Background: an optimization exercise with open tools, aiming at small area and a short achievable clock period. Do not read the settings as production practice.
Function was checked by simulation only, so behaviour that the tests miss may differ from the original.
No activity file was given, so power comes from the tool's default toggle rates.

== cedar ==
==> flow/design.v <==
module adder(clk, rst, in_valid, operand_1, operand_2, out_valid, Sum);
input clk;
input rst;
input in_valid;
input [31:0] operand_1;
input [31:0] operand_2;
output out_valid;
output [31:0] Sum;
reg [1:0] valid;
always @(posedge clk)
    if (rst) valid <= 0;
    else valid <= {valid[0:0], in_valid};
assign out_valid = valid[1];
wire [30:0] op2_iw = operand_2[30:0];
wire [31:0] a = operand_1;
wire [30:0] b = op2_iw;
wire [8:0] d12 = {1'b0, a[30:23]} - {1'b0, b[30:23]};
wire [7:0] d21 = b[30:23] - a[30:23];
wire [7:0] cgt = a[30:23] & ~b[30:23];
wire [7:0] ceq = ~(a[30:23] ^ b[30:23]);
wire [3:0] cgt1, ceq1;
wire [1:0] cgt2, ceq2;
genvar ci;
generate for (ci = 0; ci < 4; ci = ci + 1) begin : cmp1
    assign cgt1[ci] = cgt[2*ci+1] | (ceq[2*ci+1] & cgt[2*ci]);
    assign ceq1[ci] = ceq[2*ci+1] & ceq[2*ci];
end endgenerate
generate for (ci = 0; ci < 2; ci = ci + 1) begin : cmp2
    assign cgt2[ci] = cgt1[2*ci+1] | (ceq1[2*ci+1] & cgt1[2*ci]);
    assign ceq2[ci] = ceq1[2*ci+1] & ceq1[2*ci];
end endgenerate
wire ge = cgt2[1] | (ceq2[1] & (cgt2[0] | ceq2[0]));
wire [7:0] dd = ge ? d12[7:0] : d21;
wire [0:0] sgn_aw = a[31];
wire [7:0] emax_aw = ge ? a[30:23] : b[30:23];
wire [22:0] fb_aw = ge ? a[22:0] : b[22:0];
wire [22:0] fs_aw = ge ? b[22:0] : a[22:0];
wire [4:0] sh_aw = dd[4:0];
wire [0:0] shz_aw = (dd[7:5] != 3'd0) || (dd[4:3] == 2'b11);
wire [23:0] x0 = {1'b1, fs_aw};
wire [23:0] x1 = sh_aw[0] ? (x0 >> 1) : x0;
wire [23:0] x2 = sh_aw[1] ? (x1 >> 2) : x1;
wire [23:0] x3 = sh_aw[2] ? (x2 >> 4) : x2;
reg [0:0] sgn_s3;
reg [7:0] emax_s3;
reg [22:0] fb_s3;
reg [23:0] xs_s3;
reg [4:0] sh_s3;
reg [0:0] shz_s3;
always @(posedge clk) begin
    sgn_s3 <= sgn_aw;
    emax_s3 <= emax_aw;
    fb_s3 <= fb_aw;
    xs_s3 <= x3;
    sh_s3 <= sh_aw;
    shz_s3 <= shz_aw;
end
wire [23:0] xz3 = shz_s3 ? 24'd0 : xs_s3;
wire [23:0] x4 = sh_s3[3] ? (xz3 >> 8) : xz3;
wire [23:0] x5 = sh_s3[4] ? (x4 >> 16) : x4;
wire [23:0] sml = x5;
wire [24:0] ms;
madd u_madd(.a({1'b1, fb_s3}), .b(sml), .s(ms));
reg [0:0] sgn_c;
reg [7:0] emax_c;
reg [23:0] ms_c;
always @(posedge clk) begin
    sgn_c <= sgn_s3;
    emax_c <= emax_s3;
    ms_c <= ms[24:1];
end
wire [23:0] msn = ms_c;
wire [7:0] e = emax_c + {7'd0, msn[23]};
wire [22:0] f = msn[23] ? msn[22:0] : {msn[21:0], 1'b0};
wire [31:0] res_dw = {sgn_c, e, f};
assign Sum = res_dw;
endmodule
module madd(a, b, s);
input [23:0] a;
input [23:0] b;
output [24:0] s;
wire [23:0] g0 = a & b;
wire [23:0] p0 = a ^ b;
wire g1_1 = g0[1] | (p0[1] & g0[0]);
wire p1_1 = p0[1] & p0[0];
wire g3_1 = g0[3] | (p0[3] & g0[2]);
wire p3_1 = p0[3] & p0[2];
wire g5_1 = g0[5] | (p0[5] & g0[4]);
wire p5_1 = p0[5] & p0[4];
wire g7_1 = g0[7] | (p0[7] & g0[6]);
wire p7_1 = p0[7] & p0[6];
wire g9_1 = g0[9] | (p0[9] & g0[8]);
wire p9_1 = p0[9] & p0[8];
wire g11_1 = g0[11] | (p0[11] & g0[10]);
wire p11_1 = p0[11] & p0[10];
wire g13_1 = g0[13] | (p0[13] & g0[12]);
wire p13_1 = p0[13] & p0[12];
wire g15_1 = g0[15] | (p0[15] & g0[14]);
wire p15_1 = p0[15] & p0[14];
wire g17_1 = g0[17] | (p0[17] & g0[16]);
wire p17_1 = p0[17] & p0[16];
wire g19_1 = g0[19] | (p0[19] & g0[18]);
wire p19_1 = p0[19] & p0[18];
wire g21_1 = g0[21] | (p0[21] & g0[20]);
wire p21_1 = p0[21] & p0[20];
wire g23_1 = g0[23] | (p0[23] & g0[22]);
wire p23_1 = p0[23] & p0[22];
wire g2_1 = g0[2] | (p0[2] & g1_1);
wire p2_1 = p0[2] & p1_1;
wire g3_2 = g3_1 | (p3_1 & g1_1);
wire p3_2 = p3_1 & p1_1;
wire g6_1 = g0[6] | (p0[6] & g5_1);
wire p6_1 = p0[6] & p5_1;
wire g7_2 = g7_1 | (p7_1 & g5_1);
wire p7_2 = p7_1 & p5_1;
wire g10_1 = g0[10] | (p0[10] & g9_1);
wire p10_1 = p0[10] & p9_1;
wire g11_2 = g11_1 | (p11_1 & g9_1);
wire p11_2 = p11_1 & p9_1;
wire g14_1 = g0[14] | (p0[14] & g13_1);
wire p14_1 = p0[14] & p13_1;
wire g15_2 = g15_1 | (p15_1 & g13_1);
wire p15_2 = p15_1 & p13_1;
wire g18_1 = g0[18] | (p0[18] & g17_1);
wire p18_1 = p0[18] & p17_1;
wire g19_2 = g19_1 | (p19_1 & g17_1);
wire p19_2 = p19_1 & p17_1;
wire g22_1 = g0[22] | (p0[22] & g21_1);
wire p22_1 = p0[22] & p21_1;
wire g23_2 = g23_1 | (p23_1 & g21_1);
wire p23_2 = p23_1 & p21_1;
wire g4_1 = g0[4] | (p0[4] & g3_2);
wire p4_1 = p0[4] & p3_2;
wire g5_2 = g5_1 | (p5_1 & g3_2);
wire p5_2 = p5_1 & p3_2;
wire g6_2 = g6_1 | (p6_1 & g3_2);
wire p6_2 = p6_1 & p3_2;
wire g7_3 = g7_2 | (p7_2 & g3_2);
wire p7_3 = p7_2 & p3_2;
wire g12_1 = g0[12] | (p0[12] & g11_2);
wire p12_1 = p0[12] & p11_2;
wire g13_2 = g13_1 | (p13_1 & g11_2);
wire p13_2 = p13_1 & p11_2;
wire g14_2 = g14_1 | (p14_1 & g11_2);
wire p14_2 = p14_1 & p11_2;
wire g15_3 = g15_2 | (p15_2 & g11_2);
wire p15_3 = p15_2 & p11_2;
wire g20_1 = g0[20] | (p0[20] & g19_2);
wire p20_1 = p0[20] & p19_2;
wire g21_2 = g21_1 | (p21_1 & g19_2);
wire p21_2 = p21_1 & p19_2;
wire g22_2 = g22_1 | (p22_1 & g19_2);
wire p22_2 = p22_1 & p19_2;
wire g23_3 = g23_2 | (p23_2 & g19_2);
wire p23_3 = p23_2 & p19_2;
wire g8_1 = g0[8] | (p0[8] & g7_3);
wire p8_1 = p0[8] & p7_3;
wire g9_2 = g9_1 | (p9_1 & g7_3);
wire p9_2 = p9_1 & p7_3;
wire g10_2 = g10_1 | (p10_1 & g7_3);
wire p10_2 = p10_1 & p7_3;
wire g11_3 = g11_2 | (p11_2 & g7_3);
wire p11_3 = p11_2 & p7_3;
wire g12_2 = g12_1 | (p12_1 & g7_3);
wire p12_2 = p12_1 & p7_3;
wire g13_3 = g13_2 | (p13_2 & g7_3);
wire p13_3 = p13_2 & p7_3;
wire g14_3 = g14_2 | (p14_2 & g7_3);
wire p14_3 = p14_2 & p7_3;
wire g15_4 = g15_3 | (p15_3 & g7_3);
wire p15_4 = p15_3 & p7_3;
wire g16_1 = g0[16] | (p0[16] & g15_4);
wire p16_1 = p0[16] & p15_4;
wire g17_2 = g17_1 | (p17_1 & g15_4);
wire p17_2 = p17_1 & p15_4;
wire g18_2 = g18_1 | (p18_1 & g15_4);
wire p18_2 = p18_1 & p15_4;
wire g19_3 = g19_2 | (p19_2 & g15_4);
wire p19_3 = p19_2 & p15_4;
wire g20_2 = g20_1 | (p20_1 & g15_4);
wire p20_2 = p20_1 & p15_4;
wire g21_3 = g21_2 | (p21_2 & g15_4);
wire p21_3 = p21_2 & p15_4;
wire g22_3 = g22_2 | (p22_2 & g15_4);
wire p22_3 = p22_2 & p15_4;
wire g23_4 = g23_3 | (p23_3 & g15_4);
wire p23_4 = p23_3 & p15_4;
assign s[0] = p0[0];
assign s[1] = p0[1] ^ g0[0];
assign s[2] = p0[2] ^ g1_1;
assign s[3] = p0[3] ^ g2_1;
assign s[4] = p0[4] ^ g3_2;
assign s[5] = p0[5] ^ g4_1;
assign s[6] = p0[6] ^ g5_2;
assign s[7] = p0[7] ^ g6_2;
assign s[8] = p0[8] ^ g7_3;
assign s[9] = p0[9] ^ g8_1;
assign s[10] = p0[10] ^ g9_2;
assign s[11] = p0[11] ^ g10_2;
assign s[12] = p0[12] ^ g11_3;
assign s[13] = p0[13] ^ g12_2;
assign s[14] = p0[14] ^ g13_3;
assign s[15] = p0[15] ^ g14_3;
assign s[16] = p0[16] ^ g15_4;
assign s[17] = p0[17] ^ g16_1;
assign s[18] = p0[18] ^ g17_2;
assign s[19] = p0[19] ^ g18_2;
assign s[20] = p0[20] ^ g19_3;
assign s[21] = p0[21] ^ g20_2;
assign s[22] = p0[22] ^ g21_3;
assign s[23] = p0[23] ^ g22_3;
assign s[24] = g23_4;
endmodule
export LEC_CHECK = 0
export ABC_AREA = 1
export CAP_MARGIN = 20
export CORE_MARGIN = 2
export CORE_UTILIZATION = 40
export CTS_BUF_LIST = sky130_fd_sc_hd__clkbuf_4 sky130_fd_sc_hd__clkbuf_8
export SETUP_SLACK_MARGIN = 1.5
export SLEW_MARGIN = 20
create_clock -name core_clock -period 4.0 [get_ports {clk}]
standard.sh (not shown) runs the stock make flow with config.mk's settings and CLKGATE_MAP_FILE= SYNTH_SCRIPT=/design/flow/synth_recipe.tcl, a recipe that flattens the netlist after the stock synthesis.
==> flow/flow/run.sh <==
#!/bin/bash
# Standard layout with two changes:
#  - synthesis leaves the adder logic to ABC instead of first mapping it to
#    the library's full- and half-adder cells (ADDER_MAP_FILE empty); the
#    registers are not affected;
#  - plain buf_1 cells as the port buffers.
export BUFFER_PORTS_ARGS="-buffer_cell sky130_fd_sc_hd__buf_1"
bash standard.sh ADDER_MAP_FILE= finish > standard.log 2>&1
In summary, cedar completed successfully, with a layout that passed the timing, DRC and antenna checks.
What xenon does differently from cedar at the input level:
Settings: swapping 1.5 for 1.7 in SETUP_SLACK_MARGIN.
### Flow results
- The higher global-route wire length before repair came out of xenon.
- Taking cedar as the reference, in xenon critical path depth rose 6; setup slack after layout went up by 0.072 ns.
- When xenon is measured against cedar, its critical-path maximum fanout turns out 4 higher.
- Proportion of layout cells with a drive suffix above 1 (lower): cedar
- In xenon, final-layout clock buffer total is higher than in cedar.
- Looking at internal reg-to-reg setup slack, xenon sits 0.09 ns above cedar.
Changes in delta relative to xenon:
Settings: changing CORE_UTILIZATION from 40 to 30; changing SETUP_SLACK_MARGIN from 1.7 to 1.3.
==> flow/flow/run.sh <==
#!/bin/bash
# Standard layout, with plain buf_1 cells as the port buffers.
export BUFFER_PORTS_ARGS="-buffer_cell sky130_fd_sc_hd__buf_1"
bash standard.sh > standard.log 2>&1
[compare] base=xenon new=delta: area added between synthesis and finish went down; power share of the clock group increased 2.3 points; clock network power increased by 7.2% relative to the old numbers. Every stage of the flow completed for delta, and the final layout passed the timing, DRC and antenna checks. Final cycle utilization of the critical path ends up lower on xenon.
[inputs] zinc vs delta
Settings: putting CTS_CLUSTER_SIZE at 30 where nothing was set; swapping 30 for 40 in CORE_UTILIZATION; putting CTS_CLUSTER_DIAMETER at 100 where nothing was set.
Findings:
- zinc vs delta, launching instance or port of the critical path: sh_s3[3]$_DFF_P_ vs ms_c[23]$_DFF_P_
- Multi-input logic cell count of zinc exceeds that of delta slightly.
- When zinc is set beside delta, its minimum setup slack in the final design turns out to be 0.032 ns larger.
- From delta to zinc the numbers moved as follows: number of global-route vias before repair -263, post-route fraction of the period consumed by the critical path shows a reduction of 0.81 points.

[separate check: timing with driven ports]
No port has a modelled driver above. Below, the same layouts with a new extraction and two added sets of constraints. Step 1: set_driving_cell puts a clkbuf_16 on clk and a buf_2 on each other input, an assumption about the parent block. Step 2, shift: input delay + t, output delay - t, t = (earliest + latest rising clock arrival at the registers) / 2. This alone moves slack from input paths to output paths. Slacks: ideal / step 1 / step 2; pairs: ideal / step 1.
| run | shift t [ns] | setup slack, ns | hold slack, ns | latest minus earliest clock arrival (ns) |
|---|---|---|---|---|
| cedar | 0.401 | 1.604 / 1.568 / 1.226 | 0.327 / 0.327 / 0.327 | 0.008 / 0.008 |
| xenon | 0.395 | 1.676 / 1.661 / 1.291 | 0.329 / 0.329 / 0.329 | 0.008 / 0.008 |
| delta | 0.392 | 1.394 / 1.359 / 1.081 | 0.333 / 0.333 / 0.333 | 0.015 / 0.014 |
| zinc | 0.398 | 1.426 / 1.426 / 1.077 | 0.333 / 0.333 / 0.333 | 0.010 / 0.011 |
After both steps every run listed still meets setup and hold. The setup slack of xenon, which loses most, moves by -0.015 ns with the drivers and by -0.385 ns with both steps.
